What follows belongs to an exercise in optimizing a design on an open flow for a short achievable clock period and few clock cycles; a production flow would make more cautious choices. At most, simulation tests tie the RTL to the original design; equivalence was not proved. For runs 4 to 7, only the layout was checked, not whether the RTL still works. Power and IR drop assume default switching activity.

==> design/flow/run.sh <==
#!/bin/bash
# synth_recipe.tcl (not shown) runs the flow's synth.tcl, then flattens the netlist and writes it again
# the make line also repeats each setting of config.mk as NAME=value (left out here)
make -C /OpenROAD-flow-scripts/flow DESIGN_CONFIG=/design/flow/config.mk WORK_HOME=/design/flow/orfs CLKGATE_MAP_FILE= SYNTH_SCRIPT=/design/flow/synth_recipe.tcl finish
==> design/flow/config.mk <==
export PLATFORM = sky130hd
export DESIGN_NAME = TopLevel
export DESIGN_NICKNAME = TopLevel
export VERILOG_FILES = /design/flow/design.v
export SDC_FILE = /design/flow/constraint.sdc
export NUM_CORES = 4
export LEC_CHECK = 0
export ABC_CLOCK_PERIOD_IN_PS = 1500
export CAP_MARGIN = 20
export CORE_MARGIN = 2
export CORE_UTILIZATION = 40
export SETUP_SLACK_MARGIN = 2.6
export SLEW_MARGIN = 20
==> design/flow/constraint.sdc <==
create_clock -name core_clock -period 4.2 [get_ports {Clk}]
set_input_delay 0.8400 -clock core_clock [delete_from_list [all_inputs] [get_ports {Clk}]]
set_output_delay 0.8400 -clock core_clock [all_outputs]
set_load 0.01 [all_outputs]
==> design/flow/design.v <==
package definitions;
localparam logic [2:0] _CMP     = 3'b000;
localparam logic [2:0] _BRANCH  = 3'b001;
localparam logic [2:0] _LOAD    = 3'b010;
localparam logic [2:0] _STORE   = 3'b011;
localparam logic [2:0] _XOR     = 3'b100;
localparam logic [2:0] _ADD     = 3'b101;
localparam logic [2:0] _SUB     = 3'b110;
localparam logic [2:0] _LSHIFT  = 3'b111;
endpackage
import definitions::*;
module TopLevel(
	input Reset,    
          Clk,	    
	output logic Ack,	    
	output [9:0] InstAddr,
	input  [8:0] InstData,
	output [7:0] DataAddr,
	output [7:0] DataWrite,
	output       DataWriteEn,
	input  [7:0] DataRead
);
logic [9:0] pc;
logic [7:0] rf [0:7];       
logic       isVal;          
logic       halted;
logic [7:0] valDest;        
logic [7:0] opA, opB, imm;
logic [7:0] shOH;           
logic       xAdd, xSub, xXor, xLsl, xRdx, xInc, xLd, xImm, xShift, xCmp, xSt;
logic [7:0] xWe;            
logic       xDest7;
wire [7:0] sumAB  = opA + opB;
wire [7:0] diffAB = opA - opB;
wire [7:0] incB   = opB + 8'd1;
logic [7:0] lsl;
always_comb begin
  lsl = 8'd0;
  for (int j = 0; j < 8; j++)
    for (int k = 0; k <= j; k++)
      lsl[j] = lsl[j] | (shOH[k] & opA[j-k]);
end
wire [7:0] lfsr = {1'b0, rf[7][5:0], ^(rf[6][6:0] & rf[7][6:0])};
wire [7:0] resRaw = ({8{xAdd}}   & sumAB)
                  | ({8{xSub}}   & diffAB)
                  | ({8{xXor}}   & (opA ^ opB))
                  | ({8{xLsl}}   & lsl)
                  | ({8{xRdx}}   & {7'b0, ^opB})
                  | ({8{xInc}}   & incB)
                  | ({8{xLd}}    & DataRead)
                  | ({8{xImm}}   & imm)
                  | ({8{xShift}} & lfsr);
wire [7:0] res = {resRaw[7] & ~xDest7, resRaw[6:0]};
wire       fEx = xCmp & ~diffAB[7];
always_ff @(posedge Clk)
  for (int i = 0; i < 8; i++)
    if (Reset)       rf[i] <= 8'd0;
    else if (xWe[i]) rf[i] <= res;
wire [8:0] w  = InstData;
wire [2:0] op = w[8:6];
wire [2:0] fa = w[5:3];
wire [2:0] fb = w[2:0];
wire       run = ~halted;
wire isBrGrp  = ~isVal & (op == _BRANCH);
wire isBr     = isBrGrp & (w[3:0] != 4'd0);
wire isHalt   = isBrGrp & (w[3:0] == 4'd0) & w[5];
wire isShift  = isBrGrp & (w[3:0] == 4'd0) & ~w[5];
wire taken    = isBr & (~w[5] | fEx);
wire isMov1   = ~isVal & (w[8:3] == 6'b111111);
wire isRdx    = ~isVal & (w[8:3] == 6'b111110);
wire isLslA   = ~isVal & (op == _LSHIFT) & (fa[2:1] != 2'b11);
wire isInc    = ~isVal & (op == _CMP) & (fa == 3'b111);
wire isLd     = ~isVal & (op == _LOAD);
wire isSt     = ~isVal & (op == _STORE);
wire isXor    = ~isVal & (op == _XOR);
wire isAdd    = ~isVal & (op == _ADD);
wire isSub    = ~isVal & (op == _SUB);
wire isCmpF   = (op == _CMP);        
wire [7:0] aOH = 8'd1 << fa;
wire [7:0] bOH = 8'd1 << fb;
wire [7:0] weD = isVal ? valDest
               : ({8{isLd | isXor | isAdd | isSub | isLslA}} & aOH)
               | ({8{isMov1 | isRdx | isInc}} & bOH)
               | {isShift, 7'b0};
wire [9:0] pcInc = pc + 10'd1;
wire [9:0] pcBr  = pc + {{5{w[4]}}, w[4:0]};
wire [7:0] rdA = xWe[fa] ? res : rf[fa];
wire [7:0] rdB = xWe[fb] ? res : rf[fb];
always_ff @(posedge Clk) begin
  if (Reset) begin
    pc      <= 10'd0;
    isVal   <= 1'b0;
    halted  <= 1'b0;
    valDest <= 8'd0;
    {xAdd, xSub, xXor, xLsl, xRdx, xInc, xLd, xImm, xShift, xCmp, xSt} <= '0;
    xWe     <= 8'd0;
    xDest7  <= 1'b0;
  end else begin
    pc      <= taken ? pcBr : pcInc;
    isVal   <= run & isMov1;
    halted  <= halted | isHalt;
    valDest <= bOH;
    xAdd    <= run & isAdd;
    xSub    <= run & isSub;
    xXor    <= run & isXor;
    xLsl    <= run & (isLslA | isMov1);
    xRdx    <= run & isRdx;
    xInc    <= run & isInc;
    xLd     <= run & isLd;
    xImm    <= run & isVal;
    xShift  <= run & isShift;
    xCmp    <= run & isCmpF;
    xSt     <= run & isSt;
    xWe     <= {8{run}} & weD;
    xDest7  <= weD[7];
  end
  opA  <= rdA;
  opB  <= rdB;
  imm  <= w[7:0];
  shOH <= bOH;
end
assign InstAddr    = pc;
assign DataAddr    = opB;
assign DataWrite   = opA;
assign DataWriteEn = xSt;
assign Ack         = halted;
endmodule
==> results of run 1 <==
==> stage by stage <==
stage                     instance area, um^2  std cells
after global placement                   8159       1055
after floorplan                          7746        832
after CTS                               10260       1168
after detailed placement                 8159       1055
after global routing                    10640       1183
final                                   10640       1183
==> cell usage after synthesis, drive strengths merged (6+ instances only) <==
library cell | count | area share
a211oi | 59 | 0.062
mux4 | 11 | 0.034
nand2b | 11 | 0.0095
nand3 | 17 | 0.012
mux2 | 8 | 0.012
nor2b | 24 | 0.021
a22oi | 31 | 0.032
inv | 27 | 0.014
a31oi | 7 | 0.0069
ha | 21 | 0.036
o211ai | 13 | 0.014
xnor2 | 19 | 0.023
a21oi | 23 | 0.016
nor2 | 108 | 0.056
clkbuf | 44 | 0.023
and2 | 6 | 0.0052
a22o | 8 | 0.0096
buf | 23 | 0.014
a221oi | 11 | 0.014
a21o | 6 | 0.0062
nand2 | 56 | 0.029
nor3 | 19 | 0.013
mux2i | 28 | 0.039
dfxtp | 136 | 0.37
o21ai | 37 | 0.025
==> worst paths after layout <==
kind                                       startpoint  slack [ns]           endpoint  depth (start not counted)
worst max-delay path                   opB[1]$_DFF_P_        0.88   pc[5]$_SDFF_PP0_                         18
worst min register to register  valDest[6]$_SDFF_PP0_        0.48  xWe[6]$_SDFF_PP0_                          2
worst max register to register         opB[1]$_DFF_P_        0.88   pc[5]$_SDFF_PP0_                         18
worst min-delay path            valDest[6]$_SDFF_PP0_        0.48  xWe[6]$_SDFF_PP0_                          2
==> flip-flops by register name (all words and copies together), names as in the netlist <==
name / cells
rf: 64
pc: 10
imm: 8
opA: 8
opB: 8
shOH: 8
valDest: 8
xWe: 8
halted: 1
isVal: 1
xAdd: 1
xCmp: 1
xDest7: 1
xImm: 1
xInc: 1
xLd: 1
xLsl: 1
xRdx: 1
xShift: 1
xSt: 1
xSub: 1
xXor: 1
==> kinds of logic (layout without fill, tap and decap cells) <==
| logic type | after synthesis | in the layout | share of synthesized area |
|---|---|---|---|
| and+or+nand+nor | 265 | 265 | 0.1698 |
| AOI/OAI and AO/OA | 242 | 244 | 0.2469 |
| DFF | 136 | 136 | 0.3743 |
| buffers and inverters | 94 | 214 | 0.05075 |
| muxes | 47 | 47 | 0.08498 |
| adders and majority gates | 24 | 24 | 0.04438 |
| xor gates and xnor gates | 24 | 24 | 0.02890 |
==> repair_timing <==
| item | CTS | global route |
|---|---|---|
| gates cloned | 9 | 2 |
| endpoints found under the setup margin | 151 | 133 |
| resized for setup | 317 | 61 |
| buffers inserted | 72 | 13 |
| pin swaps | 48 | 31 |
==> cell type report <==
| class | count | area (um^2) | area share |
|---|---|---|---|
| multi-input combinational | 604 | 5030 | 0.4728 |
| sequential | 136 | 2801 | 0.2634 |
| timing repair buffer | 155 | 1818 | 0.1709 |
| clock buffer | 24 | 481.7 | 0.04528 |
| tap | 229 | 286.5 | 0.02693 |
| inverter | 27 | 125.1 | 0.01176 |
| clock inverter | 8 | 95.09 | 0.008939 |
==> power groups by stage <==
stage	Sequential (mW)	Combinational (mW)	Clock [mW]
final	1.41	0.931	1.48
after global routing	1.42	0.978	1.55
after CTS	1.41	0.847	1.49
after detailed placement	1.45	0.557	0
after global placement	1.45	0.552	0
after floorplan	1.42	0.406	0
==> routing by layer <==
metal | track usage | share of wire
met1 | 0.3793 | 0.42
met2 | 0.4408 | 0.46
met3 | 0.05249 | 0.084
met4 | 0.1271 | 0.039
met5 | 0 | 0
==> critical path: stages (launching register included) <==
cell	delay (ns)
dfxtp_4	0.38
inv_4	0.05
ha_4	0.23
nand3b_1	0.21
a21oi_4	0.11
or3_4	0.38
a21bo_4	0.24
a21boi_4	0.15
buf_6	0.12
nand2_4	0.06
inv_4	0.06
ha_4	0.19
a21o_1	0.19
a21oi_4	0.17
o21bai_4	0.11
buf_4	0.16
a211oi_2	0.18
nor3_1	0.08
nor3_1	0.16
==> placed cells by master, fill, tap and decap left out, drive strengths merged, types with 7 or more instances in the layout <==
| master | n |
|---|---|
| a211oi | 59 |
| a21oi | 25 |
| a221oi | 11 |
| a22o | 8 |
| a22oi | 31 |
| a31oi | 7 |
| buf | 129 |
| clkbuf | 27 |
| clkdlybuf4s50 | 10 |
| dfxtp | 136 |
| ha | 21 |
| inv | 26 |
| mux2 | 8 |
| mux2i | 28 |
| mux4 | 11 |
| nand2 | 56 |
| nand2b | 11 |
| nand3 | 17 |
| nor2 | 108 |
| nor2b | 24 |
| nor3 | 19 |
| o211ai | 13 |
| o21ai | 37 |
| xnor2 | 19 |
==> impl_metrics.env, run 1 <==
export IMPL_post_drt_wl_per_cell_um=23.52
export IMPL_rsz0062_at_grt="true"
export IMPL_grt_pass1_vias=7104
export IMPL_ctsHoldBuffers=0
export IMPL_ant_nets=0
export IMPL_power_switching_share=0.2882
export IMPL_cp_end_kind="flop"
export IMPL_drive_gt1_frac=0.3543
export IMPL_synthCells=832
export IMPL_power_leakage_nw=3.929
export IMPL_path_class="flop to flop"
export IMPL_place_gp_congestion=0.9045
export IMPL_drt_total_wl_um=27820
export IMPL_p_sw_mw=1.101
export IMPL_antenna_diode_count=0
export IMPL_core_area_um2=17900
export IMPL_whs_ns=0.4835
export IMPL_irDropWorstVdd_mv=0.2701
export IMPL_grt_max_degree=82
export IMPL_ys_ff_latch=136
export IMPL_dieArea_um2=19280
export IMPL_yosysWarnings=2
export IMPL_cellPowerDensity_nw_per_um2=359.1
export IMPL_numCtsBuffers=17
export IMPL_drc_errors=0
export IMPL_final_max_slew_viol_count=0
export IMPL_outcome="complete, no violations"
export IMPL_p_comb_frac=0.244
export IMPL_synth_main_ff_cell="dfxtp_1"
export IMPL_clk_latency_ns=0.42
export IMPL_fp_row_count=49
export IMPL_fin_ws_ns=0.8841
export IMPL_viasPerCell=6.203
export IMPL_synth_yosys_seq_area_share=0.3743
export IMPL_power_frac_seq=0.370
export IMPL_fmax_mhz=301.6
export IMPL_ios=47
export IMPL_gr_usage_all_layers=0.2815
export IMPL_timing_final_crit_period_ns=3.316
export IMPL_maxCapViolCount=0
export IMPL_yosysUniqueCellTypes=67
export IMPL_setup_viol=0
export IMPL_finish_utilization=0.5942
export IMPL_dp_slack_ns=0.3975
export IMPL_antenna_found_initial=0
export IMPL_overflow=0
export IMPL_drt_iter0_markers=771
export IMPL_dr_pass1_iters=6
export IMPL_numPortBuffers=46
export IMPL_clk_pin_slew_ns=0.06
export IMPL_finalHoldViolCount=0
export IMPL_syn_nets=875
export IMPL_final_nets=984
export IMPL_totalPowerFinal_mw=3.820
export IMPL_cts_tree="built"
export IMPL_die_h_um=138.8
export IMPL_synthesis_area_um2=7273
export IMPL_area_growth_pct=46.26
export IMPL_worstPathArrival_ns=3.66
export IMPL_syn_area_per_cell_um2=8.742
export IMPL_initial_core_util=0.4063
export IMPL_cp_max_fo=5
export IMPL_dr_total_vias=7338
export IMPL_p_clk_frac=0.387
export IMPL_dp_hpwl_um=16680
export IMPL_clock_skew_ns=0.01051
export IMPL_critPathRequiredTime_ns=4.54
export IMPL_start_kind="flop"
export IMPL_cts_root_buf="clkbuf_16"
export IMPL_tightestPinTransition_ns=0.8685
export IMPL_die_w_um=138.8
export IMPL_htreeDepth=4
export IMPL_power_internal_mw=2.719
export IMPL_maxSlewHeadroom=0.4202
export IMPL_period_share=0.7895
export IMPL_synth_edf_count=0
export IMPL_cts_sinks=136
export IMPL_grt_pass1_wl_um=42300
export IMPL_tns_ns=0
export IMPL_hp_class="flop to flop"
export IMPL_fillers=1462
export IMPL_cts_buffer_depth=2
export IMPL_ys_async_sr_fraction=0
Testbench counts, summed over its fixed seeds: cycles 71,357.
==> run 2, diff against run 1 <==
--- a/design/flow/config.mk
+++ b/design/flow/config.mk
@@ -6,8 +6,8 @@
 export NUM_CORES = 4
 export LEC_CHECK = 0
-export ABC_CLOCK_PERIOD_IN_PS = 1500
+export ABC_CLOCK_PERIOD_IN_PS = 2000
 export CAP_MARGIN = 20
 export CORE_MARGIN = 2
 export CORE_UTILIZATION = 40
-export SETUP_SLACK_MARGIN = 2.6
+export SETUP_SLACK_MARGIN = 2.2
 export SLEW_MARGIN = 20
==> impl_metrics.env, run 2 <==
export IMPL_hp_class="flop to flop"
export IMPL_yosys_top_cells_area="dfxtp_1 37%, a211oi_1 6.0%, nor2_1 5.5%, mux2i_1 3.9%, ha_1 3.6%"
export IMPL_holdPathStages=2
export IMPL_syn_nets=875
export IMPL_place_gp_congestion=0.9234
export IMPL_drt_total_wl_um=27680
export IMPL_synth_main_ff_cell="dfxtp_1"
export IMPL_numPortBuffers=46
export IMPL_area_growth_pct=46.93
export IMPL_dieArea_um2=19280
export IMPL_cp_num_cells=19
export IMPL_dr_pass1_iters=6
export IMPL_placed_cell_area_um2=8143
export IMPL_grt_pass1_vias=6896
export IMPL_gr_usage_all_layers=0.2732
export IMPL_cp_end_kind="flop"
export IMPL_period_share=0.7934
export IMPL_outcome="complete, no violations"
export IMPL_start_kind="flop"
export IMPL_numCtsBuffers=17
export IMPL_postLayoutCellArea_um2=10690
export IMPL_ctsHoldBuffers=0
export IMPL_tns_ns=0
export IMPL_die_w_um=138.8
export IMPL_top_regs="rf: 64 flops, pc: 10 flops"
export IMPL_initial_core_util=0.4063
export IMPL_synth_top_area_cell="dfxtp_1"
export IMPL_dr_total_vias=7314
export IMPL_synthesis_area_um2=7273
export IMPL_drt_iter0_markers=791
export IMPL_tightestPinTransition_ns=0.9332
export IMPL_cts_buffer_depth=2
export IMPL_post_drt_wl_per_cell_um=23.20
export IMPL_drc_errors=0
export IMPL_whs_ns=0.4480
export IMPL_final_nets=994
export IMPL_final_common_cell="dfxtp_1"
export IMPL_fmax_mhz=300.1
export IMPL_final_cell_mix="112 x dfxtp_1, 102 x nor2_1, 61 x buf_4"
export IMPL_rsz0062_at_grt="true"
export IMPL_cts_tree="built"
export IMPL_critPathRequiredTime_ns=4.48
export IMPL_clk_pin_slew_ns=0.06
export IMPL_cts_sinks=136
export IMPL_yosysWarnings=2
export IMPL_synth_yosys_seq_area_share=0.3743
export IMPL_path_class="flop to flop"
export IMPL_synth_most_common_cell="dfxtp_1"
export IMPL_slowest_delay_ns=0.37
export IMPL_clock_skew_ns=0.008974
export IMPL_final_max_slew_viol_count=0
export IMPL_cp_cell_sequence="ha_4, a21o_1, a31o_1, buf_4, o21ai_2, a21bo_4, a21boi_4, buf_6, nand2_4, ha_4, inv_2, fa_2, nor2b_2, o21ai_2, nand2b_4, nand3_2, nor3_2, o21a_1, nor3_1"
export IMPL_timing_final_crit_period_ns=3.332
export IMPL_ys_async_sr_fraction=0
export IMPL_synth_edf_count=0
export IMPL_antenna_diode_count=0
export IMPL_crit_family="compound AO/OA/AOI/OAI gates"
export IMPL_ios=47
export IMPL_cts_root_buf="clkbuf_16"
export IMPL_maxCapViolCount=0
export IMPL_cp_max_fo=7
export IMPL_syn_area_per_cell_um2=8.742
export IMPL_regMostFlops="rf"
export IMPL_critPathSlowestCell="dfxtp_4"
export IMPL_fp_row_count=49
export IMPL_place_inst=1061
export IMPL_die_h_um=138.8
export IMPL_maxSlewHeadroom=0.3779
export IMPL_clk_latency_ns=0.43
export IMPL_synth_top_cell_area_share=0.3743
export IMPL_grt_max_degree=81
export IMPL_dp_slack_ns=0.3195
export IMPL_irDropWorstVdd_mv=0.2683
export IMPL_viasPerCell=6.131
export IMPL_core_area_um2=17900
export IMPL_ys_ff_latch=136
export IMPL_dp_hpwl_um=16100
export IMPL_path_buf_inv=3
export IMPL_fin_cells=1193
export IMPL_power_leakage_nw=4.033
export IMPL_grt_pass1_wl_um=40850
export IMPL_drive_gt1_frac=0.3517
export IMPL_totalPowerFinal_mw=3.986
export IMPL_finalHoldViolCount=0
export IMPL_ant_nets=0
export IMPL_setup_viol=0
export IMPL_synthTopCellsByCount="136 x dfxtp_1, 107 x nor2_1, 58 x a211oi_1"
export IMPL_overflow=0
export IMPL_cellPowerDensity_nw_per_um2=373.0
export IMPL_worstPathArrival_ns=3.61
export IMPL_r2r_cells=19
export IMPL_finish_utilization=0.5969
export IMPL_synthCells=832
export IMPL_antenna_found_initial=0
export IMPL_yosysUniqueCellTypes=67
export IMPL_fin_ws_ns=0.8678
export IMPL_largest_reg_flops=64
export IMPL_htreeDepth=4
-- run 2: cell counts after synthesis --
Identical to the previous run, type by type.
-- run 2: worst min-delay path, delay by kind of cell (launching register included) --
kind,cells,cell delay [ns]
flip-flops,1,0.30
AND/OR/NAND/NOR,1,0.05
AO/OA/AOI/OAI,1,0.05
-- run 2: per-layer routing --
metal,GRT usage,routed length (um)
met1,0.3827,12090
met5,0,0
met4,0.1079,806
met2,0.4187,12600
met3,0.04938,2183
-- run 2: path summary, 6_finish.rpt --
path | startpoint | slack, ns | endpoint
max | opA[4]$_DFF_P_ | 0.87 | pc[6]$_SDFF_PP0_
min | valDest[6]$_SDFF_PP0_ | 0.45 | xWe[6]$_SDFF_PP0_
max reg2reg | opA[4]$_DFF_P_ | 0.87 | pc[6]$_SDFF_PP0_
min reg2reg | valDest[6]$_SDFF_PP0_ | 0.45 | xWe[6]$_SDFF_PP0_
-- run 2: cell families after synthesis --
| logic type | synth area share |
|---|---|
| simple gates | 0.1698 |
| xor+xnor | 0.02890 |
| compound gates | 0.2469 |
| buf+inv | 0.05075 |
| flops | 0.3743 |
| fa+ha+maj | 0.04438 |
| mux | 0.08498 |
-- run 2: power by group --
| part | internal (mW) | leakage [nW] | switching (mW) | total [mW] |
|---|---|---|---|---|
| sequential | 1.34 | 1.12 | 0.0678 | 1.41 |
| clock | 1.03 | 0.300 | 0.585 | 1.61 |
| combinational | 0.482 | 2.61 | 0.483 | 0.965 |
| total | 2.85 | 4.03 | 1.14 | 3.99 |
-- run 2: timing repair --
item | in CTS | in global routing
setup endpoints to repair | 136 | 112
resized for setup | 229 | 74
hold endpoints to repair | 0 | 0
setup buffers | 59 | 30
pin swaps | 47 | 32
gates cloned | 9 | 2
-- run 2: layout make-up --
cell class              instances  area, um^2
fillers                      1487        7216
multi-input cells             603        5025
flip-flops and latches        136        2788
repair buffers                166        1846
clock buffers                  21       460.4
well taps                     229       286.5
clock inverters                11       171.4
inverters                      27       110.1
==> run 3, diff against run 2 <==
--- a/design/flow/config.mk
+++ b/design/flow/config.mk
@@ -6,8 +6,6 @@
 export NUM_CORES = 4
 export LEC_CHECK = 0
-export ABC_CLOCK_PERIOD_IN_PS = 2000
 export CAP_MARGIN = 20
 export CORE_MARGIN = 2
 export CORE_UTILIZATION = 40
-export SETUP_SLACK_MARGIN = 2.2
 export SLEW_MARGIN = 20
==> impl_metrics.env, run 3 <==
export IMPL_slowest_delay_ns=0.44
export IMPL_whs_ns=0.4537
export IMPL_synthesis_area_um2=7273
export IMPL_syn_nets=875
export IMPL_crit_family="compound AO/OA/AOI/OAI gates"
export IMPL_outcome="complete, no violations"
export IMPL_fin_ws_ns=0.4212
export IMPL_totalPowerFinal_mw=3.392
export IMPL_maxCapViolCount=0
export IMPL_path_buf_inv=2
export IMPL_cp_end_kind="flop"
export IMPL_gr_usage_met2=0.3568
export IMPL_rsz0062_at_grt="false"
export IMPL_fmax_mhz=264.6
export IMPL_cts_buffer_depth=2
export IMPL_rrSetupSlack_ns=0.42
export IMPL_finish_utilization=0.4777
export IMPL_synth_top_area_cell="dfxtp_1"
export IMPL_met1_usage=0.3474
export IMPL_cts_sinks=136
export IMPL_start_kind="flop"
export IMPL_yosys_top_cells_area="dfxtp_1 37%, a211oi_1 6.0%, nor2_1 5.5%, mux2i_1 3.9%, ha_1 3.6%"
export IMPL_ant_nets=0
export IMPL_area_growth_pct=17.58
export IMPL_maxSlewHeadroom=0.3995
export IMPL_cts_root_buf="clkbuf_16"
export IMPL_synth_edf_count=0
export IMPL_initial_core_util=0.4063
export IMPL_grt_busiest_layer="met2"
export IMPL_critical_path_endpoint="pc[6]$_SDFF_PP0_"
export IMPL_htreeDepth=4
export IMPL_placed_cell_area_um2=7988
export IMPL_antenna_diode_count=0
export IMPL_tns_ns=0
export IMPL_synthTopCellsByCount="136 x dfxtp_1, 107 x nor2_1, 58 x a211oi_1"
export IMPL_clk_latency_ns=0.42
export IMPL_drc_errors=0
export IMPL_worstPathArrival_ns=4.04
export IMPL_top_regs="rf: 64 flops, pc: 10 flops"
export IMPL_cellPowerDensity_nw_per_um2=396.7
export IMPL_dieArea_um2=19280
export IMPL_fp_row_count=49
export IMPL_core_area_um2=17900
export IMPL_path_class="flop to flop"
export IMPL_yosysWarnings=2
export IMPL_setup_worst_path_start="opB[5]$_DFF_P_"
export IMPL_multiInputGateArea_um2=4193
export IMPL_power_leakage_nw=3.108
export IMPL_ys_async_sr_fraction=0
export IMPL_r2r_end="pc[6]$_SDFF_PP0_"
export IMPL_synth_most_common_cell="dfxtp_1"
export IMPL_clock_skew_ns=0.01006
export IMPL_synth_main_ff_cell="dfxtp_1"
export IMPL_synth_top_cell_area_share=0.3743
export IMPL_numPortBuffers=46
export IMPL_largest_reg_flops=64
export IMPL_post_drt_wl_per_cell_um=20.91
export IMPL_critPathSlowestCell="a2111oi_2"
export IMPL_dr_total_vias=6648
export IMPL_drt_total_wl_um=23040
export IMPL_ios=47
export IMPL_yosysUniqueCellTypes=67
export IMPL_critPathRequiredTime_ns=4.46
export IMPL_antenna_found_initial=0
export IMPL_place_gp_congestion=0.9018
export IMPL_reg2reg_from="opB[5]$_DFF_P_"
export IMPL_numCtsBuffers=17
export IMPL_final_cell_mix="136 x dfxtp_1, 107 x nor2_1, 58 x a211oi_1"
export IMPL_tightestPinTransition_ns=0.9008
export IMPL_overflow=0
export IMPL_syn_area_per_cell_um2=8.742
export IMPL_drt_iter0_markers=617
export IMPL_postLayoutCellArea_um2=8552
export IMPL_cts_tree="built"
export IMPL_regMostFlops="rf"
export IMPL_cp_max_fo=8
export IMPL_fillers=1756
export IMPL_final_nets=905
export IMPL_timing_final_crit_period_ns=3.779
export IMPL_gr_usage_met3=0.03522
export IMPL_post_cts_buffers=0
export IMPL_gr_usage_all_layers=0.2398
export IMPL_final_common_cell="dfxtp_1"
export IMPL_finalHoldViolCount=0
export IMPL_hp_class="flop to flop"
export IMPL_grt_max_degree=81
export IMPL_post_cts_resized=0
export IMPL_cp_cell_sequence="inv_1, ha_1, a31o_1, or3_4, a21bo_2, a21boi_2, nand2_1, ha_1, inv_1, fa_1, nor2b_1, o21ai_0, nand2b_1, a2111oi_2, o21a_1, nor3_1"
export IMPL_grt_pass1_wl_um=36470
export IMPL_dp_hpwl_um=16150
export IMPL_die_h_um=138.8
export IMPL_ctsHoldBuffers=0
export IMPL_viasPerCell=6.033
export IMPL_synth_yosys_seq_area_share=0.3743
export IMPL_area_sequential_um2=2723
export IMPL_dr_pass1_iters=5
export IMPL_fin_cells=1102
export IMPL_irDropWorstVdd_mv=0.2504
export IMPL_drive_gt1_frac=0.1123
export IMPL_grt_pass1_vias=6335
export IMPL_synthCells=832
export IMPL_place_inst=1072
export IMPL_cp_num_cells=16
export IMPL_final_max_slew_viol_count=0
export IMPL_ys_ff_latch=136
export IMPL_r2r_cells=16
export IMPL_dp_slack_ns=0.2095
export IMPL_setup_viol=0
export IMPL_die_w_um=138.8
export IMPL_clk_pin_slew_ns=0.06
export IMPL_period_share=0.8997
[run 3: cell counts after synthesis]
No cell type changed its count.
[run 3: report_power, final]
part | leakage (nW) | internal, mW | switching (mW)
combinational | 1.72 | 0.236 | 0.328
clock | 0.276 | 0.878 | 0.546
sequential | 1.11 | 1.34 | 0.0621
[run 3: metal layers]
metal / wire length (um) / share of wire
met4: 622 / 0.027
met3: 1444 / 0.063
met5: 0 / 0
met2: 10180 / 0.44
met1: 10800 / 0.47
[run 3: cell type report]
class / instances / area share
timing repair buffer: 78 / 0.08135
sequential: 136 / 0.3184
inverter: 27 / 0.01185
clock inverter: 9 / 0.01200
tap: 229 / 0.03350
clock buffer: 21 / 0.05267
multi-input combinational: 602 / 0.4903
[run 3: logic make-up (layout without fill, tap and decap cells)]
kind of cell,after synthesis,after routing,share of synthesized area
adders and majority gates,24,24,0.04438
xor gates and xnor gates,24,24,0.02890
buffers and inverters,94,135,0.05075
muxes,47,47,0.08498
AOI/OAI and AO/OA,242,242,0.2469
and+or+nand+nor,265,265,0.1698
DFF,136,136,0.3743
[run 3: worst reg2reg max path, stage by stage (launching register included)]
cell and delay, ns:
dfxtp_1 0.39, inv_1 0.09, ha_1 0.42, a31o_1 0.29, or3_4 0.38, a21bo_2 0.23, a21boi_2 0.19, nand2_1 0.07
ha_1 0.19, inv_1 0.08, fa_1 0.19, nor2b_1 0.06, o21ai_0 0.17, nand2b_1 0.22, a2111oi_2 0.44, o21a_1 0.18
nor3_1 0.04
[run 3: worst min-delay path by stage]
stage                     cells past startpoint           endpoint                  start
after floorplan                               2  xWe[6]$_SDFF_PP0_  valDest[6]$_SDFF_PP0_
after global placement                        2  xWe[6]$_SDFF_PP0_  valDest[6]$_SDFF_PP0_
after detailed placement                      2  xWe[6]$_SDFF_PP0_  valDest[6]$_SDFF_PP0_
after CTS                                     2  xWe[6]$_SDFF_PP0_  valDest[6]$_SDFF_PP0_
after global routing                          2  xWe[6]$_SDFF_PP0_  valDest[6]$_SDFF_PP0_
final                                         2  xWe[6]$_SDFF_PP0_  valDest[6]$_SDFF_PP0_
==> run 4, diff against run 3 <==
--- a/design/flow/design.v
+++ b/design/flow/design.v
@@ -21,4 +21,27 @@
 	input  [7:0] DataRead
 );
+function automatic logic [8:0] padd8(input logic [7:0] a, input logic [7:0] b, input logic cin);
+  logic [7:0] g, p, gg, pp, gn, pn;
+  logic [8:0] c;
+  g = a & b;
+  p = a ^ b;
+  gg = g; pp = p;
+  for (int d = 1; d < 8; d = d * 2) begin
+    gn = gg; pn = pp;
+    for (int i = d; i < 8; i++) begin
+      gn[i] = gg[i] | (pp[i] & gg[i-d]);
+      pn[i] = pp[i] & pp[i-d];
+    end
+    gg = gn; pp = pn;
+  end
+  c[0] = cin;
+  for (int i = 0; i < 8; i++) c[i+1] = gg[i] | (pp[i] & cin);
+  padd8 = {c[8], p ^ c[7:0]};
+endfunction
+function automatic logic [9:0] pinc10(input logic [9:0] a);
+  logic [9:0] r;
+  for (int i = 0; i < 10; i++) r[i] = a[i] ^ (&(a | ~((10'd1 << i) - 10'd1)));
+  pinc10 = r;
+endfunction
 logic [9:0] pc;
 logic [7:0] rf [0:7];       
@@ -31,7 +54,10 @@
 logic [7:0] xWe;            
 logic       xDest7;
-wire [7:0] sumAB  = opA + opB;
-wire [7:0] diffAB = opA - opB;
-wire [7:0] incB   = opB + 8'd1;
+wire [8:0] sumC   = padd8(opA, opB, 1'b0);
+wire [8:0] diffC  = padd8(opA, ~opB, 1'b1);
+wire [8:0] incC   = padd8(opB, 8'd0, 1'b1);
+wire [7:0] sumAB  = sumC[7:0];
+wire [7:0] diffAB = diffC[7:0];
+wire [7:0] incB   = incC[7:0];
 logic [7:0] lsl;
 always_comb begin
@@ -83,6 +109,10 @@
                | ({8{isMov1 | isRdx | isInc}} & bOH)
                | {isShift, 7'b0};
-wire [9:0] pcInc = pc + 10'd1;
-wire [9:0] pcBr  = pc + {{5{w[4]}}, w[4:0]};
+wire [9:0] pcInc = pinc10(pc);
+wire [8:0] loSum = padd8({3'b0, pc[4:0]}, {3'b0, w[4:0]}, 1'b0);
+wire [4:0] hiP   = pinc10({5'b0, pc[9:5]});
+wire [4:0] hiM   = ~pinc10({5'b0, ~pc[9:5]});
+wire [4:0] hiBr  = (loSum[5] ^ w[4]) ? (w[4] ? hiM : hiP) : pc[9:5];
+wire [9:0] pcBr  = {hiBr, loSum[4:0]};
 wire [7:0] rdA = xWe[fa] ? res : rf[fa];
 wire [7:0] rdB = xWe[fb] ? res : rf[fb];
--- a/design/flow/config.mk
+++ b/design/flow/config.mk
@@ -6,6 +6,8 @@
 export NUM_CORES = 4
 export LEC_CHECK = 0
+export ABC_CLOCK_PERIOD_IN_PS = 1500
 export CAP_MARGIN = 20
 export CORE_MARGIN = 2
 export CORE_UTILIZATION = 40
+export SETUP_SLACK_MARGIN = 2.6
 export SLEW_MARGIN = 20
==> impl_metrics.env, run 4 <==
export IMPL_tightestPinTransition_ns=0.9666
export IMPL_ys_ff_latch=136
export IMPL_irDropWorstVdd_mv=0.3249
export IMPL_core_area_um2=18150
export IMPL_fmax_mhz=407.0
export IMPL_synthesis_area_um2=7475
export IMPL_fillers=1487
export IMPL_cp_max_fo=5
export IMPL_reg2reg_from="opB[3]$_DFF_P_"
export IMPL_multiInputGateArea_um2=5301
export IMPL_htreeDepth=4
export IMPL_dp_slack_ns=0.7280
export IMPL_timing_final_crit_period_ns=2.457
export IMPL_drt_iter0_markers=725
export IMPL_synth_edf_count=0
export IMPL_die_w_um=140.7
export IMPL_outcome="complete, no violations"
export IMPL_area_sequential_um2=2809
export IMPL_synth_main_ff_cell="dfxtp_1"
export IMPL_path_buf_inv=4
export IMPL_post_drt_wl_per_cell_um=22.42
export IMPL_setup_viol=0
export IMPL_met1_usage=0.3574
export IMPL_drive_gt1_frac=0.4123
export IMPL_synthTopCellsByCount="136 x dfxtp_1, 118 x nor2_1, 62 x a211oi_1"
export IMPL_gr_usage_met3=0.04450
export IMPL_area_growth_pct=46.08
export IMPL_dr_pass1_iters=6
export IMPL_grt_pass1_wl_um=40300
export IMPL_cp_end_kind="flop"
export IMPL_synth_top_area_cell="dfxtp_1"
export IMPL_fp_row_count=49
export IMPL_grt_max_degree=39
export IMPL_gr_usage_met2=0.4193
export IMPL_yosysWarnings=2
export IMPL_drc_errors=0
export IMPL_antenna_found_initial=0
export IMPL_final_cell_mix="109 x dfxtp_1, 107 x nor2_1, 64 x buf_4"
export IMPL_hold_path_startpoint="pc[0]$_SDFF_PP0_"
export IMPL_slowest_delay_ns=0.41
export IMPL_antenna_diode_count=0
export IMPL_dr_total_vias=7363
export IMPL_grt_busiest_layer="met2"
export IMPL_cts_root_buf="clkbuf_16"
export IMPL_place_gp_congestion=0.8378
export IMPL_largest_reg_flops=64
export IMPL_viasPerCell=6.115
export IMPL_finish_utilization=0.6017
export IMPL_crit_family="compound AO/OA/AOI/OAI gates"
export IMPL_final_max_slew_viol_count=0
export IMPL_cp_cell_sequence="inv_2, ha_4, o21ai_2, a221o_2, buf_6, o21ai_2, mux2_4, a41oi_4, buf_6, buf_16, mux2i_1, nor2_1"
export IMPL_path_class="flop to flop"
export IMPL_cts_tree="built"
export IMPL_die_h_um=140.7
export IMPL_clock_skew_ns=0.01284
export IMPL_clk_latency_ns=0.43
export IMPL_synthCells=844
export IMPL_start_kind="flop"
export IMPL_period_share=0.5849
export IMPL_power_leakage_nw=4.098
export IMPL_ant_nets=0
export IMPL_cts_buffer_depth=2
export IMPL_setup_worst_path_start="opB[3]$_DFF_P_"
export IMPL_fin_ws_ns=1.743
export IMPL_syn_nets=896
export IMPL_yosysUniqueCellTypes=72
export IMPL_maxCapViolCount=0
export IMPL_dp_hpwl_um=16260
export IMPL_cellPowerDensity_nw_per_um2=342.2
export IMPL_regMostFlops="rf"
export IMPL_ios=47
export IMPL_ys_async_sr_fraction=0
export IMPL_overflow=0
export IMPL_initial_core_util=0.4119
export IMPL_grt_pass1_vias=6980
export IMPL_numCtsBuffers=17
export IMPL_hp_class="flop to flop"
export IMPL_rsz0062_at_grt="true"
export IMPL_tns_ns=0
export IMPL_clk_pin_slew_ns=0.06
export IMPL_synth_top_cell_area_share=0.3642
export IMPL_numPortBuffers=46
export IMPL_syn_area_per_cell_um2=8.856
export IMPL_final_common_cell="dfxtp_1"
export IMPL_synth_yosys_seq_area_share=0.3642
export IMPL_finalHoldViolCount=0
export IMPL_rrSetupSlack_ns=1.74
export IMPL_critPathRequiredTime_ns=4.57
export IMPL_synth_most_common_cell="dfxtp_1"
export IMPL_worstPathArrival_ns=2.82
export IMPL_drt_total_wl_um=26990
export IMPL_gr_usage_all_layers=0.2629
export IMPL_dieArea_um2=19800
export IMPL_yosys_top_cells_area="dfxtp_1 36%, a211oi_1 6.2%, nor2_1 5.9%, ha_1 5.2%, mux4_2 4.8%"
export IMPL_final_nets=1014
export IMPL_top_regs="rf: 64 flops, pc: 10 flops"
export IMPL_cts_sinks=136
export IMPL_critPathSlowestCell="a221o_2"
export IMPL_maxSlewHeadroom=0.3547
[run 4: cell count changes in the layout (fill, tap and decap cells not counted), sizes merged, moves of 7 or more]
cell / delta
inv: +15
clkdlybuf4s50: -39
o211ai: -9
a22o: -7
buf: +115
and3: +10
nor2: +10
a21oi: +18
nor2b: -19
ha: +10
nand2: -10
[run 4: stage by stage]
stage / hold slack (ns) / power [mW] / cell area [um^2] / std cells
floorplan: 0.4378 / 1.895 / 8080 / 844
global placement: 0.4468 / 2.045 / 8451 / 1065
detailed placement: 0.4495 / 2.049 / 8451 / 1065
CTS: 0.4820 / 3.632 / 10450 / 1187
global route: 0.4926 / 3.862 / 10920 / 1204
finish: 0.4824 / 3.736 / 10920 / 1204
[run 4: layer usage]
| layer | share of wire | vias up |
|---|---|---|
| met5 | 0 | - |
| met1 | 0.43 | 3594 |
| met4 | 0.030 | 0 |
| met2 | 0.47 | 351 |
| li1 | - | 3360 |
| met3 | 0.077 | 58 |
[run 4: kinds of logic after synthesis]
group,synth area share
fa+ha+maj,0.05725
mux,0.09575
compound gates,0.2282
flops,0.3642
xor+xnor,0.03164
simple gates,0.1587
buf+inv,0.06428
[run 4: worst register-to-register path, stage by stage (launching register included)]
cell and delay (ns):
dfxtp_4 0.37, inv_2 0.05, ha_4 0.28, o21ai_2 0.06, a221o_2 0.41, buf_6 0.15, o21ai_2 0.12, mux2_4 0.33
a41oi_4 0.16, buf_6 0.16, buf_16 0.13, mux2i_1 0.07, nor2_1 0.10
[run 4: final cells by class]
| type | instances | area share |
|---|---|---|
| Clock inverter | 13 | 0.008709 |
| Sequential cell | 136 | 0.2572 |
| Timing Repair Buffer | 162 | 0.1657 |
| Tap cell | 229 | 0.02624 |
| Clock buffer | 19 | 0.03965 |
| Inverter | 40 | 0.01696 |
| Multi-Input combinational cell | 605 | 0.4855 |
[run 4: worst paths after layout]
| path | end | depth (start not counted) |
|---|---|---|
| worst min register to register | pc[0]$_SDFF_PP0_ | 1 |
| worst min-delay path | pc[0]$_SDFF_PP0_ | 1 |
| worst max-delay path | rf[0][7]$_SDFFE_PP0P_ | 12 |
| worst max register to register | rf[0][7]$_SDFFE_PP0P_ | 12 |
[run 4: repair_timing]
action	4_1_cts	5_1_grt
setup buffers	82	15
pin swaps	54	43
endpoints found under the setup margin	153	131
gates resized for setup	326	78
endpoints found under the hold margin	0	0
hold buffers	0	0
gates cloned	8	2
[run 4: power by group]
group | leakage [nW] | switching [mW] | internal [mW]
combinational | 2.71 | 0.482 | 0.474
sequential | 1.12 | 0.0762 | 1.34
clock | 0.263 | 0.606 | 0.759
total | 4.10 | 1.16 | 2.57
==> run 5, diff against run 4 <==
--- a/design/flow/config.mk
+++ b/design/flow/config.mk
@@ -6,8 +6,8 @@
 export NUM_CORES = 4
 export LEC_CHECK = 0
-export ABC_CLOCK_PERIOD_IN_PS = 1500
+export ABC_CLOCK_PERIOD_IN_PS = 1000
 export CAP_MARGIN = 20
 export CORE_MARGIN = 2
 export CORE_UTILIZATION = 40
-export SETUP_SLACK_MARGIN = 2.6
+export SETUP_SLACK_MARGIN = 3.0
 export SLEW_MARGIN = 20
==> impl_metrics.env, run 5 <==
export IMPL_met1_usage=0.3758
export IMPL_place_gp_congestion=0.8795
export IMPL_area_sequential_um2=2815
export IMPL_r2r_cells=11
export IMPL_yosysWarnings=2
export IMPL_clk_latency_ns=0.43
export IMPL_clock_skew_ns=0.008272
export IMPL_gr_usage_met3=0.05061
export IMPL_cts_buffer_depth=2
export IMPL_grt_busiest_layer="met2"
export IMPL_postLayoutCellArea_um2=11710
export IMPL_multiInputGateArea_um2=5555
export IMPL_clk_pin_slew_ns=0.06
export IMPL_grt_pass1_vias=7701
export IMPL_numCtsBuffers=17
export IMPL_drt_iter0_markers=974
export IMPL_final_cell_mix="104 x dfxtp_1, 99 x nor2_1, 80 x buf_4"
export IMPL_yosysUniqueCellTypes=72
export IMPL_synth_yosys_seq_area_share=0.3642
export IMPL_dieArea_um2=19800
export IMPL_fillers=1326
export IMPL_drt_total_wl_um=30410
export IMPL_worst_path_most_repeated_cell="buf_6"
export IMPL_cts_root_buf="clkbuf_16"
export IMPL_power_frac_seq=0.351
export IMPL_hp_class="flop to flop"
export IMPL_drc_errors=0
export IMPL_ant_nets=0
export IMPL_numPortBuffers=46
export IMPL_initial_core_util=0.4119
export IMPL_cts_sinks=136
export IMPL_dp_hpwl_um=17240
export IMPL_setup_worst_path_start="opB[1]$_DFF_P_"
export IMPL_holdPathStages=2
export IMPL_ys_ff_latch=136
export IMPL_overflow=0
export IMPL_dr_total_vias=7882
export IMPL_tightestPinTransition_ns=0.8073
export IMPL_cellPowerDensity_nw_per_um2=343.2
export IMPL_path_class="flop to flop"
export IMPL_final_nets=1047
export IMPL_cp_cell_sequence="inv_2, ha_4, o21ai_4, a221o_2, buf_6, or2_4, a21oi_2, buf_6, and2_4, o31a_2, o311ai_1"
export IMPL_synth_most_common_cell="dfxtp_1"
export IMPL_cp_max_fo=8
export IMPL_timing_final_crit_period_ns=2.476
export IMPL_power_internal_mw=2.785
export IMPL_cts_tree="built"
export IMPL_p_comb_frac=0.273
export IMPL_grt_pass1_wl_um=44430
export IMPL_period_share=0.5894
export IMPL_synthCells=844
export IMPL_largest_reg_flops=64
export IMPL_antenna_found_initial=0
export IMPL_outcome="complete, no violations"
export IMPL_core_area_um2=18150
export IMPL_die_w_um=140.7
export IMPL_viasPerCell=6.372
export IMPL_hold_path_startpoint="valDest[0]$_SDFF_PP0_"
export IMPL_r2r_end="pc[6]$_SDFFE_PP0P_"
export IMPL_p_clk_frac=0.376
export IMPL_synth_top_cell_area_share=0.3642
export IMPL_htreeDepth=4
export IMPL_syn_nets=896
export IMPL_dr_pass1_iters=6
export IMPL_area_growth_pct=56.63
export IMPL_post_drt_wl_per_cell_um=24.59
export IMPL_critPathSlowestCell="a221o_2"
export IMPL_grt_max_degree=54
export IMPL_syn_area_per_cell_um2=8.856
export IMPL_reg2reg_from="opB[1]$_DFF_P_"
export IMPL_slowest_delay_ns=0.43
export IMPL_power_switching_share=0.3070
export IMPL_worstPathArrival_ns=2.78
export IMPL_critPathRequiredTime_ns=4.51
export IMPL_rrSetupSlack_ns=1.72
export IMPL_synth_top_area_cell="dfxtp_1"
export IMPL_antenna_diode_count=0
export IMPL_top_regs="rf: 64 flops, pc: 10 flops"
export IMPL_cp_end_kind="flop"
export IMPL_finalHoldViolCount=0
export IMPL_gr_usage_all_layers=0.2912
export IMPL_rsz0062_at_grt="true"
export IMPL_fmax_mhz=403.9
export IMPL_fp_row_count=49
export IMPL_synth_main_ff_cell="dfxtp_1"
export IMPL_irDropWorstVdd_mv=0.3377
export IMPL_synth_edf_count=0
export IMPL_regMostFlops="rf"
export IMPL_final_common_cell="dfxtp_1"
export IMPL_start_kind="flop"
export IMPL_yosys_top_cells_area="dfxtp_1 36%, a211oi_1 6.2%, nor2_1 5.9%, ha_1 5.2%, mux4_2 4.8%"
export IMPL_final_max_slew_viol_count=0
export IMPL_placed_cell_area_um2=8611
export IMPL_p_sw_mw=1.234
export IMPL_drive_gt1_frac=0.4712
export IMPL_maxCapViolCount=0
export IMPL_synthTopCellsByCount="136 x dfxtp_1, 118 x nor2_1, 62 x a211oi_1"
export IMPL_setup_viol=0
export IMPL_gr_usage_met2=0.4714
export IMPL_ys_async_sr_fraction=0
export IMPL_die_h_um=140.7
export IMPL_maxSlewHeadroom=0.4611
export IMPL_synthesis_area_um2=7475
export IMPL_holdPathEnd="xWe[0]$_SDFF_PP0_"
export IMPL_power_leakage_nw=4.455
export IMPL_ios=47
export IMPL_tns_ns=0
## run 5: stage by stage
step           power [mW]  setup slack (ns)    util  cells  hold WS [ns]
4_1_cts             3.847             1.781  0.6096   1206        0.4824
3_3_place_gp        2.050            0.8089  0.4745   1067        0.4465
2_1_floorplan       1.919             1.476       -    844        0.4378
6_report            4.018             1.724  0.6451   1237        0.4678
3_5_place_dp        2.066            0.7151  0.4745   1067        0.4551
5_1_grt             4.118             1.681  0.6451   1237        0.5081
## run 5: layer usage
layer	vias to the layer above	part of all wire
met5	-	0
met2	475	0.47
li1	3428	-
met1	3874	0.40
met4	0	0.043
met3	105	0.082
## run 5: critical path, delay by kind of cell, from the launching register on
kind | cells | cell delay [ns]
AOI/OAI and AO/OA | 5 | 0.88
and+or+nand+nor | 2 | 0.43
DFF | 1 | 0.38
buffers and inverters | 3 | 0.38
adders and majority gates | 1 | 0.28
## run 5: final cells by class
| type | instances | area share |
|---|---|---|
| Clock buffer | 20 | 0.04179 |
| Clock inverter | 12 | 0.008977 |
| Inverter | 40 | 0.01763 |
| Multi-Input combinational cell | 605 | 0.4745 |
| Sequential cell | 136 | 0.2405 |
| Tap cell | 229 | 0.02447 |
| Timing Repair Buffer | 195 | 0.1922 |
## run 5: timing repair
item                                    4_1_cts  5_1_grt
endpoints found under the setup margin      161      143
hold buffers                                  0        0
pin swaps                                    45       58
gates cloned                                 10        2
buffers inserted                             97       29
resized for setup                           343       86
## run 5: worst max-delay path by stage
stage / end / slack, ns / cells after the start
2_1_floorplan: pc[6]$_SDFFE_PP0P_ / 1.48 / 9
3_3_place_gp: pc[6]$_SDFFE_PP0P_ / 0.81 / 8
3_5_place_dp: pc[6]$_SDFFE_PP0P_ / 0.72 / 8
4_1_cts: rf[7][7]$_SDFFE_PP0P_ / 1.78 / 11
5_1_grt: pc[6]$_SDFFE_PP0P_ / 1.68 / 10
6_report: pc[6]$_SDFFE_PP0P_ / 1.72 / 11
## run 5: power groups by stage
stage                     logic (mW)  clock network [mW]  registers, mW
after global placement         0.608                   0           1.44
final                           1.10                1.51           1.41
after detailed placement       0.622                   0           1.44
after global routing            1.14                1.57           1.41
after floorplan                0.501                   0           1.42
after CTS                      0.929                1.51           1.40
## run 5: cells by family after synthesis
logic type      after synthesis  share of synthesized area
buf+inv                     106                    0.06428
mux                          51                    0.09575
xor+xnor                     27                    0.03164
flops                       136                     0.3642
fa+ha+maj                    33                    0.05725
simple gates                253                     0.1587
compound gates              238                     0.2282
==> run 6, diff against run 5 <==
--- a/design/flow/design.v
+++ b/design/flow/design.v
@@ -53,5 +53,5 @@
 logic       xAdd, xSub, xXor, xLsl, xRdx, xInc, xLd, xImm, xShift, xCmp, xSt;
 logic [7:0] xWe;            
-logic       xDest7;
+logic [7:0] daReg, dwReg;   
 wire [8:0] sumC   = padd8(opA, opB, 1'b0);
 wire [8:0] diffC  = padd8(opA, ~opB, 1'b1);
@@ -77,10 +77,10 @@
                   | ({8{xImm}}   & imm)
                   | ({8{xShift}} & lfsr);
-wire [7:0] res = {resRaw[7] & ~xDest7, resRaw[6:0]};
+wire [7:0] res = resRaw;    
 wire       fEx = xCmp & ~diffAB[7];
 always_ff @(posedge Clk)
   for (int i = 0; i < 8; i++)
     if (Reset)       rf[i] <= 8'd0;
-    else if (xWe[i]) rf[i] <= res;
+    else if (xWe[i]) rf[i] <= (i == 7) ? {1'b0, res[6:0]} : res;
 wire [8:0] w  = InstData;
 wire [2:0] op = w[8:6];
@@ -115,6 +115,12 @@
 wire [4:0] hiBr  = (loSum[5] ^ w[4]) ? (w[4] ? hiM : hiP) : pc[9:5];
 wire [9:0] pcBr  = {hiBr, loSum[4:0]};
-wire [7:0] rdA = xWe[fa] ? res : rf[fa];
-wire [7:0] rdB = xWe[fb] ? res : rf[fb];
+wire fwdA  = xWe[fa];
+wire fwdB  = xWe[fb];
+wire fwdA7 = xWe[fa] & (fa != 3'd7);
+wire fwdB7 = xWe[fb] & (fb != 3'd7);
+wire [7:0] rfA = rf[fa];
+wire [7:0] rfB = rf[fb];
+wire [7:0] rdA = {fwdA7 ? res[7] : rfA[7], fwdA ? res[6:0] : rfA[6:0]};
+wire [7:0] rdB = {fwdB7 ? res[7] : rfB[7], fwdB ? res[6:0] : rfB[6:0]};
 always_ff @(posedge Clk) begin
   if (Reset) begin
@@ -125,5 +131,4 @@
     {xAdd, xSub, xXor, xLsl, xRdx, xInc, xLd, xImm, xShift, xCmp, xSt} <= '0;
     xWe     <= 8'd0;
-    xDest7  <= 1'b0;
   end else begin
     pc      <= taken ? pcBr : pcInc;
@@ -143,6 +148,7 @@
     xSt     <= run & isSt;
     xWe     <= {8{run}} & weD;
-    xDest7  <= weD[7];
   end
+  if (isLd | isSt) daReg <= rdB;
+  if (isSt)         dwReg <= rdA;
   opA  <= rdA;
   opB  <= rdB;
@@ -151,6 +157,6 @@
 end
 assign InstAddr    = pc;
-assign DataAddr    = opB;
-assign DataWrite   = opA;
+assign DataAddr    = daReg;
+assign DataWrite   = dwReg;
 assign DataWriteEn = xSt;
 assign Ack         = halted;
--- a/design/flow/config.mk
+++ b/design/flow/config.mk
@@ -6,8 +6,8 @@
 export NUM_CORES = 4
 export LEC_CHECK = 0
-export ABC_CLOCK_PERIOD_IN_PS = 1000
+export ABC_CLOCK_PERIOD_IN_PS = 1500
 export CAP_MARGIN = 20
 export CORE_MARGIN = 2
 export CORE_UTILIZATION = 40
-export SETUP_SLACK_MARGIN = 3.0
+export SETUP_SLACK_MARGIN = 2.6
 export SLEW_MARGIN = 20
==> impl_metrics.env, run 6 <==
export IMPL_outcome="complete, no violations"
export IMPL_final_nets=1002
export IMPL_antenna_found_initial=0
export IMPL_fin_ws_ns=1.724
export IMPL_overflow=0
export IMPL_top_regs="rf: 63 flops, pc: 10 flops"
export IMPL_period_share=0.5895
export IMPL_post_drt_wl_per_cell_um=22.01
export IMPL_fmax_mhz=403.9
export IMPL_place_gp_congestion=0.9185
export IMPL_cts_root_buf="clkbuf_16"
export IMPL_synthesis_area_um2=7859
export IMPL_gr_usage_all_layers=0.2541
export IMPL_initial_core_util=0.4051
export IMPL_reg2reg_from="opB[0]$_DFF_P_"
export IMPL_grt_max_degree=43
export IMPL_final_cell_mix="109 x nor2_1, 102 x dfxtp_1, 55 x buf_4"
export IMPL_dr_total_vias=7324
export IMPL_drt_total_wl_um=27030
export IMPL_drt_iter0_markers=758
export IMPL_wl_met2_um=12600
export IMPL_ctsHoldBuffers=0
export IMPL_final_max_slew_viol_count=0
export IMPL_fp_row_count=51
export IMPL_synth_top_area_cell="dfxtp_1"
export IMPL_dieArea_um2=20780
export IMPL_syn_area_per_cell_um2=9.170
export IMPL_synth_yosys_seq_area_share=0.4025
export IMPL_tns_ns=0
export IMPL_syn_nets=909
export IMPL_drc_errors=0
export IMPL_viasPerCell=5.964
export IMPL_finalHoldViolCount=0
export IMPL_irDropWorstVdd_mv=0.2727
export IMPL_numPortBuffers=46
export IMPL_cts_buffer_depth=2
export IMPL_synthTopCellsByCount="134 x dfxtp_1, 116 x nor2_1, 63 x a211oi_1"
export IMPL_cellPowerDensity_nw_per_um2=355.7
export IMPL_grt_pass1_wl_um=39740
export IMPL_holdPathStages=2
export IMPL_highest_layer="met4"
export IMPL_critPathRequiredTime_ns=4.48
export IMPL_power_leakage_nw=3.950
export IMPL_setup_viol=0
export IMPL_maxCapViolCount=0
export IMPL_dp_hpwl_um=17000
export IMPL_drive_gt1_frac=0.3873
export IMPL_holdPathEnd="xWe[7]$_SDFF_PP0_"
export IMPL_synth_edf_count=16
export IMPL_synth_top_cell_area_share=0.3413
export IMPL_yosysWarnings=2
export IMPL_maxSlewHeadroom=0.6151
export IMPL_ios=47
export IMPL_rsz0062_at_grt="true"
export IMPL_numCtsBuffers=17
export IMPL_regMostFlops="rf"
export IMPL_synth_most_common_cell="dfxtp_1"
export IMPL_dp_slack_ns=0.7218
export IMPL_r2r_end="rf[5][4]$_SDFFE_PP0P_"
export IMPL_rrSetupSlack_ns=1.72
export IMPL_largest_reg_flops=63
export IMPL_dr_pass1_iters=7
export IMPL_htreeDepth=4
export IMPL_synth_main_ff_cell="dfxtp_1"
export IMPL_clk_latency_ns=0.43
export IMPL_hp_class="flop to flop"
export IMPL_ant_nets=0
export IMPL_start_kind="flop"
export IMPL_cts_tree="built"
export IMPL_area_growth_pct=39.28
export IMPL_cp_end_kind="flop"
export IMPL_wl_met3_um=1915
export IMPL_die_h_um=144.2
export IMPL_final_common_cell="nor2_1"
export IMPL_hold_path_startpoint="valDest[7]$_SDFF_PP0_"
export IMPL_clk_pin_slew_ns=0.06
export IMPL_die_w_um=144.2
export IMPL_wl_met1_um=11590
export IMPL_r2r_cells=12
export IMPL_path_class="flop to flop"
export IMPL_ys_async_sr_fraction=0
export IMPL_yosysUniqueCellTypes=75
export IMPL_core_area_um2=19400
export IMPL_clock_skew_ns=0.01090
export IMPL_yosys_top_cells_area="dfxtp_1 34%, edfxtp_1 6.1%, a211oi_1 6.0%, nor2_1 5.5%, ha_1 4.9%"
export IMPL_grt_pass1_vias=6821
export IMPL_synthCells=857
export IMPL_antenna_diode_count=0
export IMPL_worstPathArrival_ns=2.76
export IMPL_cp_max_fo=7
export IMPL_cts_sinks=150
export IMPL_tightestPinTransition_ns=0.5774
export IMPL_ys_ff_latch=150
export IMPL_timing_final_crit_period_ns=2.476
-- run 6: cell types whose count changed after synthesis, moves of 8 or more --
| cell | before | now |
|---|---|---|
| mux2i_1 | 31 | 19 |
| o211ai_1 | 4 | 12 |
| a211oi_2 | 0 | 8 |
| buf_2 | 1 | 16 |
| a21oi_1 | 40 | 25 |
| edfxtp_1 | 0 | 16 |
-- run 6: logic make-up (layout without fill, tap and decap cells) --
kind of cell | count (synthesis) | count (layout) | share of synthesized area
buf+inv | 106 | 210 | 0.05700
fa+ha+maj | 33 | 33 | 0.05445
simple gates | 245 | 246 | 0.1446
mux | 38 | 38 | 0.06575
xor+xnor | 30 | 30 | 0.03343
compound gates | 255 | 256 | 0.2423
flops | 150 | 150 | 0.4025
-- run 6: area by class of cell --
cell class | instances | area [um^2]
clock inverter | 14 | 112.6
timing repair buffer | 143 | 1533
fill | 1657 | 8453
multi-input combinational | 603 | 5134
clock buffer | 18 | 439.2
tap | 265 | 331.6
inverter | 35 | 152.6
sequential | 150 | 3243
-- run 6: power by group --
part | internal (mW) | total (mW) | switching, mW
clock network | 0.785 | 1.44 | 0.653
registers | 1.51 | 1.59 | 0.0849
logic | 0.412 | 0.863 | 0.451
-- run 6: worst max path at each step --
stage,from,end,slack (ns),cells after the start
CTS,opB[0]$_DFF_P_,daReg[6]$_DFFE_PP_,1.67,11
finish,opB[0]$_DFF_P_,rf[5][4]$_SDFFE_PP0P_,1.72,12
detailed placement,InstData[0],pc[9]$_SDFFE_PP0P_,0.72,9
global placement,InstData[0],daReg[2]$_DFFE_PP_,0.78,8
floorplan,opB[2]$_DFF_P_,daReg[7]$_DFFE_PP_,1.85,9
global route,opA[0]$_DFF_P_,rf[6][6]$_SDFFE_PP0P_,1.63,12
-- run 6: layer usage --
| metal | global-route usage | vias to the layer above |
|---|---|---|
| met1 | 0.3381 | 3535 |
| met3 | 0.04834 | 66 |
| met4 | 0.09913 | 0 |
| met5 | 0 | - |
| met2 | 0.4095 | 338 |
| li1 | - | 3385 |
-- run 6: timing repair --
| item | 4_1_cts | 5_1_grt |
|---|---|---|
| pin swaps | 37 | 46 |
| cloned | 5 | 4 |
| buffers inserted | 49 | 25 |
| gates resized for setup | 298 | 78 |
| endpoints found under the setup margin | 185 | 147 |
-- run 6: metrics by stage --
| stage | cells | utilization | hold WS (ns) | instance area [um^2] | total power [mW] |
|---|---|---|---|---|---|
| final | 1228 | 0.5642 | 0.4583 | 10950 | 3.893 |
| after floorplan | 857 | - | 0.4314 | 8422 | 2.046 |
| after detailed placement | 1113 | 0.4543 | 0.4448 | 8812 | 2.209 |
| after global placement | 1113 | 0.4543 | 0.4357 | 8812 | 2.209 |
| after CTS | 1199 | 0.5319 | 0.4610 | 10320 | 3.785 |
| after global routing | 1228 | 0.5642 | 0.4651 | 10950 | 4.023 |
-- run 6: critical path: stages (launching register included) --
cell	delay [ns]
dfxtp_4	0.37
buf_6	0.10
buf_6	0.10
inv_2	0.05
ha_4	0.16
o211a_4	0.27
or2_4	0.24
a21o_1	0.20
a221oi_2	0.28
a21oi_2	0.07
nor2_4	0.23
buf_6	0.18
a211oi_1	0.07
==> run 7, diff against run 6 <==
--- a/design/flow/config.mk
+++ b/design/flow/config.mk
@@ -6,8 +6,9 @@
 export NUM_CORES = 4
 export LEC_CHECK = 0
-export ABC_CLOCK_PERIOD_IN_PS = 1500
+export ABC_CLOCK_PERIOD_IN_PS = 2000
 export CAP_MARGIN = 20
 export CORE_MARGIN = 2
 export CORE_UTILIZATION = 40
-export SETUP_SLACK_MARGIN = 2.6
+export SETUP_SLACK_MARGIN = 2.3
 export SLEW_MARGIN = 20
+export TNS_END_PERCENT = 100
==> impl_metrics.env, run 7 <==
export IMPL_outcome="complete, no violations"
export IMPL_timing_final_crit_period_ns=2.451
export IMPL_cellPowerDensity_nw_per_um2=372.1
export IMPL_dr_pass1_iters=8
export IMPL_irDropWorstVdd_mv=0.2801
export IMPL_dieArea_um2=20780
export IMPL_hp_class="flop to flop"
export IMPL_area_growth_pct=39.60
export IMPL_rrSetupSlack_ns=1.75
export IMPL_setup_viol=0
export IMPL_path_class="flop to flop"
export IMPL_ios=47
export IMPL_totalPowerFinal_mw=4.082
export IMPL_viasPerCell=5.981
export IMPL_postLayoutCellArea_um2=10970
export IMPL_cp_end_kind="flop"
export IMPL_drive_gt1_frac=0.3983
export IMPL_r2r_cells=11
export IMPL_synth_top_family_by_area="compound AO/OA/AOI/OAI gates"
export IMPL_rsz0062_at_grt="true"
export IMPL_tns_ns=0
export IMPL_tightestPinTransition_ns=0.8130
export IMPL_yosysWarnings=2
export IMPL_synthesis_area_um2=7859
export IMPL_final_nets=995
export IMPL_gr_usage_all_layers=0.2546
export IMPL_synthTopCellsByCount="134 x dfxtp_1, 116 x nor2_1, 63 x a211oi_1"
export IMPL_fin_cells=1219
export IMPL_cts_tree="built"
export IMPL_holdPathStages=2
export IMPL_whs_ns=0.4806
export IMPL_cts_root_buf="clkbuf_16"
export IMPL_dr_total_vias=7291
export IMPL_synth_top_area_cell="dfxtp_1"
export IMPL_placed_cell_area_um2=8677
export IMPL_synth_most_common_cell="dfxtp_1"
export IMPL_ys_async_sr_fraction=0
export IMPL_synth_xor_area_frac=0.03343
export IMPL_yosys_top_cells_area="dfxtp_1 34%, edfxtp_1 6.1%, a211oi_1 6.0%, nor2_1 5.5%, ha_1 4.9%"
export IMPL_cts_buffer_depth=2
export IMPL_final_cell_mix="108 x nor2_1, 104 x dfxtp_1, 60 x a211oi_2"
export IMPL_synth_compound_area_frac=0.2423
export IMPL_synth_edf_count=16
export IMPL_post_drt_wl_per_cell_um=21.94
export IMPL_critPathRequiredTime_ns=4.56
export IMPL_fp_row_count=51
export IMPL_syn_area_per_cell_um2=9.170
export IMPL_period_share=0.5836
export IMPL_numPortBuffers=46
export IMPL_dp_hpwl_um=16860
export IMPL_synth_top_cell_area_share=0.3413
export IMPL_synthCells=857
export IMPL_clock_skew_ns=0.007528
export IMPL_synth_yosys_seq_area_share=0.4025
export IMPL_finalHoldViolCount=0
export IMPL_maxSlewHeadroom=0.4572
export IMPL_place_gp_congestion=0.9097
export IMPL_worstPathArrival_ns=2.81
export IMPL_drt_total_wl_um=26740
export IMPL_synthAdderAreaFrac=0.05445
export IMPL_final_max_slew_viol_count=0
export IMPL_synth_simple_area_share=0.1446
export IMPL_synth_main_ff_cell="dfxtp_1"
export IMPL_die_h_um=144.2
export IMPL_drc_errors=0
export IMPL_fillers=1688
export IMPL_fin_ws_ns=1.749
export IMPL_initial_core_util=0.4051
export IMPL_htreeDepth=4
export IMPL_numCtsBuffers=17
export IMPL_top_regs="rf: 63 flops, pc: 10 flops"
export IMPL_power_leakage_nw=3.893
export IMPL_ys_ff_latch=150
export IMPL_grt_pass1_vias=6801
export IMPL_overflow=0
export IMPL_start_kind="flop"
export IMPL_synthMuxAreaShare=0.06575
export IMPL_fmax_mhz=408.0
export IMPL_grt_max_degree=94
export IMPL_yosysUniqueCellTypes=75
export IMPL_drt_iter0_markers=779
export IMPL_largest_reg_flops=63
export IMPL_clk_pin_slew_ns=0.06
export IMPL_ant_nets=0
export IMPL_cts_sinks=150
export IMPL_clk_latency_ns=0.42
export IMPL_final_common_cell="nor2_1"
export IMPL_place_inst=1110
export IMPL_grt_pass1_wl_um=39920
export IMPL_antenna_diode_count=0
export IMPL_antenna_found_initial=0
export IMPL_maxCapViolCount=0
export IMPL_dp_slack_ns=0.7202
export IMPL_die_w_um=144.2
export IMPL_regMostFlops="rf"
export IMPL_syn_nets=909
export IMPL_cp_max_fo=6
export IMPL_core_area_um2=19400
export IMPL_finish_utilization=0.5655
==> run 7: cell counts after synthesis <==
No cell type changed its count.
==> run 7: layout make-up <==
class / count / area, um^2 / area share
Inverter: 35 / 160.2 / 0.01460
Multi-Input combinational cell: 601 / 5268 / 0.4802
Sequential cell: 150 / 3238 / 0.2952
Timing Repair Buffer: 138 / 1365 / 0.1244
Clock inverter: 7 / 118.9 / 0.01083
Clock buffer: 23 / 489.2 / 0.04459
Tap cell: 265 / 331.6 / 0.03022
==> run 7: routing by layer <==
layer | vias to the layer above | routed length (um) | part of all wire | GRT usage
met5 | - | 0 | 0 | 0
met4 | 0 | 793 | 0.030 | 0.09913
met3 | 65 | 1860 | 0.070 | 0.04437
met2 | 333 | 12950 | 0.48 | 0.4100
met1 | 3545 | 11140 | 0.42 | 0.3422
li1 | 3348 | - | - | -
==> run 7: where the power goes <==
part,switching (mW),internal [mW]
clock network,0.581,0.996
logic,0.485,0.431
registers,0.0811,1.51
==> run 7: worst max-delay path, stage by stage, from the launching register on <==
cell     delay, ns
dfxtp_4       0.38
buf_4         0.15
inv_2         0.06
ha_4          0.16
o211a_4       0.27
o21ai_4       0.19
a31oi_4       0.13
o21ai_4       0.23
a21oi_4       0.13
buf_6         0.15
or4b_1        0.46
nand4_1       0.08
==> run 7: logic make-up (layout without fill, tap and decap cells) <==
family | Yosys count | in the layout
AO/OA/AOI/OAI | 255 | 255
XOR/XNOR | 30 | 30
AND/OR/NAND/NOR | 245 | 245
adder cells (fa/ha/maj) | 33 | 33
multiplexers | 38 | 38
buffers and inverters | 106 | 203
flip-flops | 150 | 150
==> run 7: final timing paths <==
path	from	end
max	opB[0]$_DFF_P_	pc[6]$_SDFFE_PP0P_
min	valDest[6]$_SDFF_PP0_	xWe[6]$_SDFF_PP0_
max reg2reg	opB[0]$_DFF_P_	pc[6]$_SDFFE_PP0P_
min reg2reg	valDest[6]$_SDFF_PP0_	xWe[6]$_SDFF_PP0_
==> run 7: what timing repair did <==
| item | 4_1_cts | 5_1_grt |
|---|---|---|
| pin swaps | 35 | 67 |
| buffers inserted | 51 | 25 |
| endpoints found under the hold margin | 0 | 0 |
| hold buffers | 0 | 0 |
| endpoints found under the setup margin | 184 | 135 |
| cloned | 2 | 1 |
| resized for setup | 232 | 124 |

[what the ideal ports hide]
Ports are ideal in the flow. The routed layouts listed here were re-timed in OpenROAD. Step 1 sets driving cells, clkbuf_16 on the clock port and buf_2 on the other inputs (assumed; they add their load-dependent delay and slew). Step 2 moves the port delays by t, midway between the first and last clock arrival at a register: inputs arrive t later, outputs are due t later. That takes back most of the time a late clock gives input paths. Slacks: ideal / step 1 / step 2; pairs: ideal / step 1.
| run | t (ns) | setup slack, ns | worst setup path at the end | latest minus earliest clock arrival (ns) |
|---|---|---|---|---|
| run 1 | 0.464 | 0.884 / 0.884 / 0.786 | input to register | 0.011 / 0.011 |
| run 2 | 0.471 | 0.868 / 0.868 / 0.635 | input to register | 0.009 / 0.009 |
| run 3 | 0.457 | 0.421 / 0.421 / 0.257 | input to register | 0.010 / 0.010 |
| run 4 | 0.465 | 1.743 / 1.743 / 1.342 | input to register | 0.014 / 0.014 |
| run 5 | 0.475 | 1.724 / 1.724 / 1.318 | input to register | 0.008 / 0.008 |
| run 6 | 0.474 | 1.724 / 1.724 / 1.492 | input to register | 0.011 / 0.011 |
| run 7 | 0.469 | 1.749 / 1.749 / 1.457 | input to register | 0.007 / 0.008 |
After both steps every run listed still meets setup and hold. The setup slack of run 5, which loses most, moves by 0.000 ns with the drivers and by -0.406 ns with both steps.
